Context: an optimization exercise on an open-source flow, tuned for small area and a short achievable clock period. The choices shown serve that exercise and are no tape-out recipe. The RTL was checked by simulation tests, not by an equivalence proof against the original design. Power and IR drop assume default switching activity.

==> job 3589: inputs <==
// BC_FIR
module BC_FIR(
    input  [12:0] in,
    input         clock_s,
    output [12:0] out
);
    reg [11:0] d0;
    reg [11:0] d1;
    reg [11:0] d2;
    reg [11:0] d3;
    reg [11:0] d4;
    reg [11:0] d5;
    reg [11:0] d6;
    reg [11:0] d7;
    reg [11:0] d8;
    reg [11:0] d9;
    reg [11:0] d10;
    reg [11:0] d11;
    reg [11:0] d12;
    reg [11:0] d13;
    reg [11:0] d14;
    reg [11:0] d15;
    reg [11:0] d16;
    reg [11:0] d17;
    reg [11:0] d18;
    reg [11:0] d19;
    reg [11:0] d20;
    reg [11:0] d21;
    reg [11:0] d22;
    reg [11:0] d23;
    reg [11:0] d24;
    reg [11:0] d25;
    reg [11:0] d26;
    reg [11:0] d27;
    reg [11:0] d28;
    reg [11:0] d29;
    reg r3_0;
    reg r3_1;
    reg r3_2;
    reg r3_3;
    reg r3_4;
    reg r3_5;
    reg r3_6;
    reg r3_7;
    reg r3_8;
    reg r3_9;
    reg r3_10;
    reg r3_11;
    reg r3_12;
    reg r3_13;
    reg r2_0;
    reg r2_1;
    reg r2_2;
    reg r2_3;
    reg r2_4;
    reg r2_5;
    reg r2_6;
    reg r2_7;
    reg r2_8;
    reg r2_9;
    reg r2_10;
    reg r2_11;
    reg r2_12;
    reg r2_13;
    reg r1_0;
    reg r1_1;
    reg r1_2;
    reg r1_3;
    reg r1_4;
    reg r1_5;
    reg r1_6;
    reg r1_7;
    reg r1_8;
    reg r1_9;
    reg r1_10;
    reg r1_11;
    reg r1_12;
    reg r1_13;
    reg r1_14;
    reg [12:0] y;
    wire w1;
    wire w2;
    wire w3;
    wire w4;
    wire w5;
    wire w6;
    wire w7;
    wire w8;
    wire w9;
    wire w10;
    wire w11;
    wire w12;
    wire w13;
    wire w14;
    wire w15;
    wire w16;
    wire w17;
    wire w18;
    wire w19;
    wire w20;
    wire w21;
    wire w22;
    wire w23;
    wire w24;
    wire w25;
    wire w26;
    wire w27;
    wire w28;
    wire w29;
    wire w30;
    wire w31;
    wire w32;
    wire w33;
    wire w34;
    wire w35;
    wire w36;
    wire w37;
    wire w38;
    wire w39;
    wire w40;
    wire w41;
    wire w42;
    wire w43;
    wire w44;
    wire w45;
    wire w46;
    wire w47;
    wire w48;
    wire w49;
    wire w50;
    wire w51;
    wire w52;
    wire w53;
    wire w54;
    wire w55;
    wire w56;
    wire w57;
    wire w58;
    wire w59;
    wire w60;
    wire w61;
    wire w62;
    wire w63;
    wire w64;
    wire w65;
    wire w66;
    wire w67;
    wire w68;
    wire w69;
    wire w70;
    wire w71;
    wire w72;
    wire w73;
    wire w74;
    wire w75;
    wire w76;
    wire w77;
  ...
Settings: LEC_CHECK=0, CAP_MARGIN=20, CORE_MARGIN=2, CORE_UTILIZATION=40, CTS_BUF_LIST=sky130_fd_sc_hd__clkbuf_8, CTS_CLUSTER_DIAMETER=60, CTS_CLUSTER_SIZE=20, SLEW_MARGIN=20, SYNTH_HIERARCHICAL=1, SYNTH_MINIMUM_KEEP_SIZE=0; clock period 16.0 ns.
standard.sh (not shown) runs the stock make flow with config.mk's settings and CLKGATE_MAP_FILE= SYNTH_SCRIPT=/design/flow/synth_recipe.tcl, a recipe that flattens the netlist after the stock synthesis.
==> flow/flow/run.sh <==
#!/bin/bash
# Standard ORFS layout (the standard.sh), with the port buffers made from
# sky130_fd_sc_hd__buf_2 instead of the default delay-buffer cell.
set -euo pipefail
bash standard.sh "BUFFER_PORTS_ARGS=-buffer_cell sky130_fd_sc_hd__buf_2" finish > standard_flow.log 2>&1
==> job 2933 (differences from job 3589) <==
--- a/flow/design.v
+++ b/flow/design.v
@@ -1025,21 +1025,21 @@
     x2 u309 (.a(w574), .b(w575), .y(w577));
     x2 u310 (.a(w576), .b(w577), .y(w578));
     x2 u311 (.a(w563), .b(w565), .y(w579));
     x2 u312 (.a(w578), .b(w579), .y(w580));
     x2 u313 (.a(w567), .b(w580), .y(w581));
     x2 u314 (.a(w569), .b(w581), .y(w582));
     x2 u315 (.a(w582), .b(w571), .y(w583));
-    ha1 u316 (.a(w499), .b(w506), .s(w584), .co(w585));
-    ha1 u317 (.a(w507), .b(w516), .s(w586), .co(w587));
+    ha1 u316 (.a(w506), .b(w499), .s(w584), .co(w585));
+    ha1 u317 (.a(w516), .b(w507), .s(w586), .co(w587));
     ha1 u318 (.a(w517), .b(w526), .s(w588), .co(w589));
     ha1 u319 (.a(w527), .b(w536), .s(w590), .co(w591));
-    ha1 u320 (.a(w549), .b(w560), .s(w592), .co(w593));
+    ha1 u320 (.a(w560), .b(w549), .s(w592), .co(w593));
     ha1 u321 (.a(w561), .b(w572), .s(w594), .co(w595));
-    x2 u322 (.a(w573), .b(w583), .y(w596));
+    x2 u322 (.a(w583), .b(w573), .y(w596));
     an1 u323 (.a(w490), .b(w482), .y(w597));
     an1 u324 (.a(w584), .b(w498), .y(w598));
     x2 u325 (.a(w586), .b(w585), .y(w599));
     ao1 u326 (.a(w587), .b(w586), .c(w585), .y(w600));
     an1 u327 (.a(w586), .b(w598), .y(w601));
     x2 u328 (.a(w588), .b(w600), .y(w602));
     ao1 u329 (.a(w589), .b(w588), .c(w587), .y(w603));
==> flow/flow/run.sh (replaced) <==
#!/bin/bash
# Standard ORFS layout (the standard.sh), with the port buffers made from
# sky130_fd_sc_hd__buf_2 instead of the default delay-buffer cell.
# All tool output goes to standard_flow.log here and to the ORFS logs under orfs/logs.
set -euo pipefail
# Clock tree: clkbuf_8 leaves under clkbuf_16 root/tree buffers, no dummy loads.
bash standard.sh "BUFFER_PORTS_ARGS=-buffer_cell sky130_fd_sc_hd__buf_2" \
  "CTS_ARGS=-sink_clustering_enable -repair_clock_nets -buf_list sky130_fd_sc_hd__clkbuf_8 -sink_clustering_size 20 -sink_clustering_max_diameter 60 -root_buf sky130_fd_sc_hd__clkbuf_16 -tree_buf sky130_fd_sc_hd__clkbuf_16 -dont_use_dummy_load" \
  finish > standard_flow.log 2>&1
Settings changed: CORE_UTILIZATION 40 to 65, CTS_BUF_LIST sky130_fd_sc_hd__clkbuf_8 to default, CTS_CLUSTER_DIAMETER 60 to default, CTS_CLUSTER_SIZE 20 to default, PLACE_DENSITY from default to 0.75.
==> job 3889 (differences from job 3589) <==
Settings changed: CTS_BUF_LIST sky130_fd_sc_hd__clkbuf_8 to sky130_fd_sc_hd__clkbuf_8 sky130_fd_sc_hd__clkbuf_16.
==> job 3277 (differences from job 3589) <==
--- a/flow/design.v
+++ b/flow/design.v
@@ -1025,21 +1025,21 @@
     x2 u309 (.a(w574), .b(w575), .y(w577));
     x2 u310 (.a(w576), .b(w577), .y(w578));
     x2 u311 (.a(w563), .b(w565), .y(w579));
     x2 u312 (.a(w578), .b(w579), .y(w580));
     x2 u313 (.a(w567), .b(w580), .y(w581));
     x2 u314 (.a(w569), .b(w581), .y(w582));
     x2 u315 (.a(w582), .b(w571), .y(w583));
-    ha1 u316 (.a(w499), .b(w506), .s(w584), .co(w585));
-    ha1 u317 (.a(w507), .b(w516), .s(w586), .co(w587));
+    ha1 u316 (.a(w506), .b(w499), .s(w584), .co(w585));
+    ha1 u317 (.a(w516), .b(w507), .s(w586), .co(w587));
     ha1 u318 (.a(w517), .b(w526), .s(w588), .co(w589));
     ha1 u319 (.a(w527), .b(w536), .s(w590), .co(w591));
-    ha1 u320 (.a(w549), .b(w560), .s(w592), .co(w593));
+    ha1 u320 (.a(w560), .b(w549), .s(w592), .co(w593));
     ha1 u321 (.a(w561), .b(w572), .s(w594), .co(w595));
-    x2 u322 (.a(w573), .b(w583), .y(w596));
+    x2 u322 (.a(w583), .b(w573), .y(w596));
     an1 u323 (.a(w490), .b(w482), .y(w597));
     an1 u324 (.a(w584), .b(w498), .y(w598));
     x2 u325 (.a(w586), .b(w585), .y(w599));
     ao1 u326 (.a(w587), .b(w586), .c(w585), .y(w600));
     an1 u327 (.a(w586), .b(w598), .y(w601));
     x2 u328 (.a(w588), .b(w600), .y(w602));
     ao1 u329 (.a(w589), .b(w588), .c(w587), .y(w603));
==> flow/flow/run.sh (replaced) <==
#!/bin/bash
# Standard ORFS layout (the standard.sh), with the port buffers made from
# sky130_fd_sc_hd__buf_2 instead of the default delay-buffer cell.
# All tool output goes to standard_flow.log here and to the ORFS logs under orfs/logs.
set -euo pipefail
# Clock tree: clkbuf_8 leaves under clkbuf_16 root/tree buffers, no dummy loads.
bash standard.sh "BUFFER_PORTS_ARGS=-buffer_cell sky130_fd_sc_hd__buf_2" \
  "CTS_ARGS=-sink_clustering_enable -repair_clock_nets -buf_list sky130_fd_sc_hd__clkbuf_8 -sink_clustering_size 20 -sink_clustering_max_diameter 60 -root_buf sky130_fd_sc_hd__clkbuf_16 -tree_buf sky130_fd_sc_hd__clkbuf_16 -dont_use_dummy_load" \
  finish > standard_flow.log 2>&1
==> notes <==
Of job 3589 and job 3889, job 3889 has the higher utilization (gap 0.91 points).
Die area is the same in job 3889 and job 3277.
Global-route usage: job 3889 is lower than job 2933 (8.5 points).
In combinational power, job 3889 and job 3277 hardly differ.

## re-timing with driven ports
The flow's constraints put no driver on any port. The routed layouts listed below were extracted and timed again, unchanged, in two steps.
Step 1, drivers: a clkbuf_16 drives clock_s and a buf_2 each remaining input, both assumed.
Step 2 also shifts input and output timing later by t, the mid clock arrival at the registers, as if the neighbouring blocks saw the same clock.
Slacks: no drivers / after step 1 / after step 2; pairs: no drivers / after step 1.
| run | t (ns) | setup WS [ns] | worst setup path at the end | worst slew at a driven data input, ns |
|---|---|---|---|---|
| job 3589 | 0.659 | 11.731 / 11.684 / 12.124 | register to register | 0.03 |
| job 2933 | 0.538 | 11.835 / 11.790 / 12.100 | register to register | 0.03 |
| job 3889 | 0.613 | 11.788 / 11.737 / 12.088 | register to register | 0.03 |
| job 3277 | 0.564 | 11.825 / 11.777 / 12.099 | register to register | 0.03 |
After both steps setup and hold are still met in every run listed.
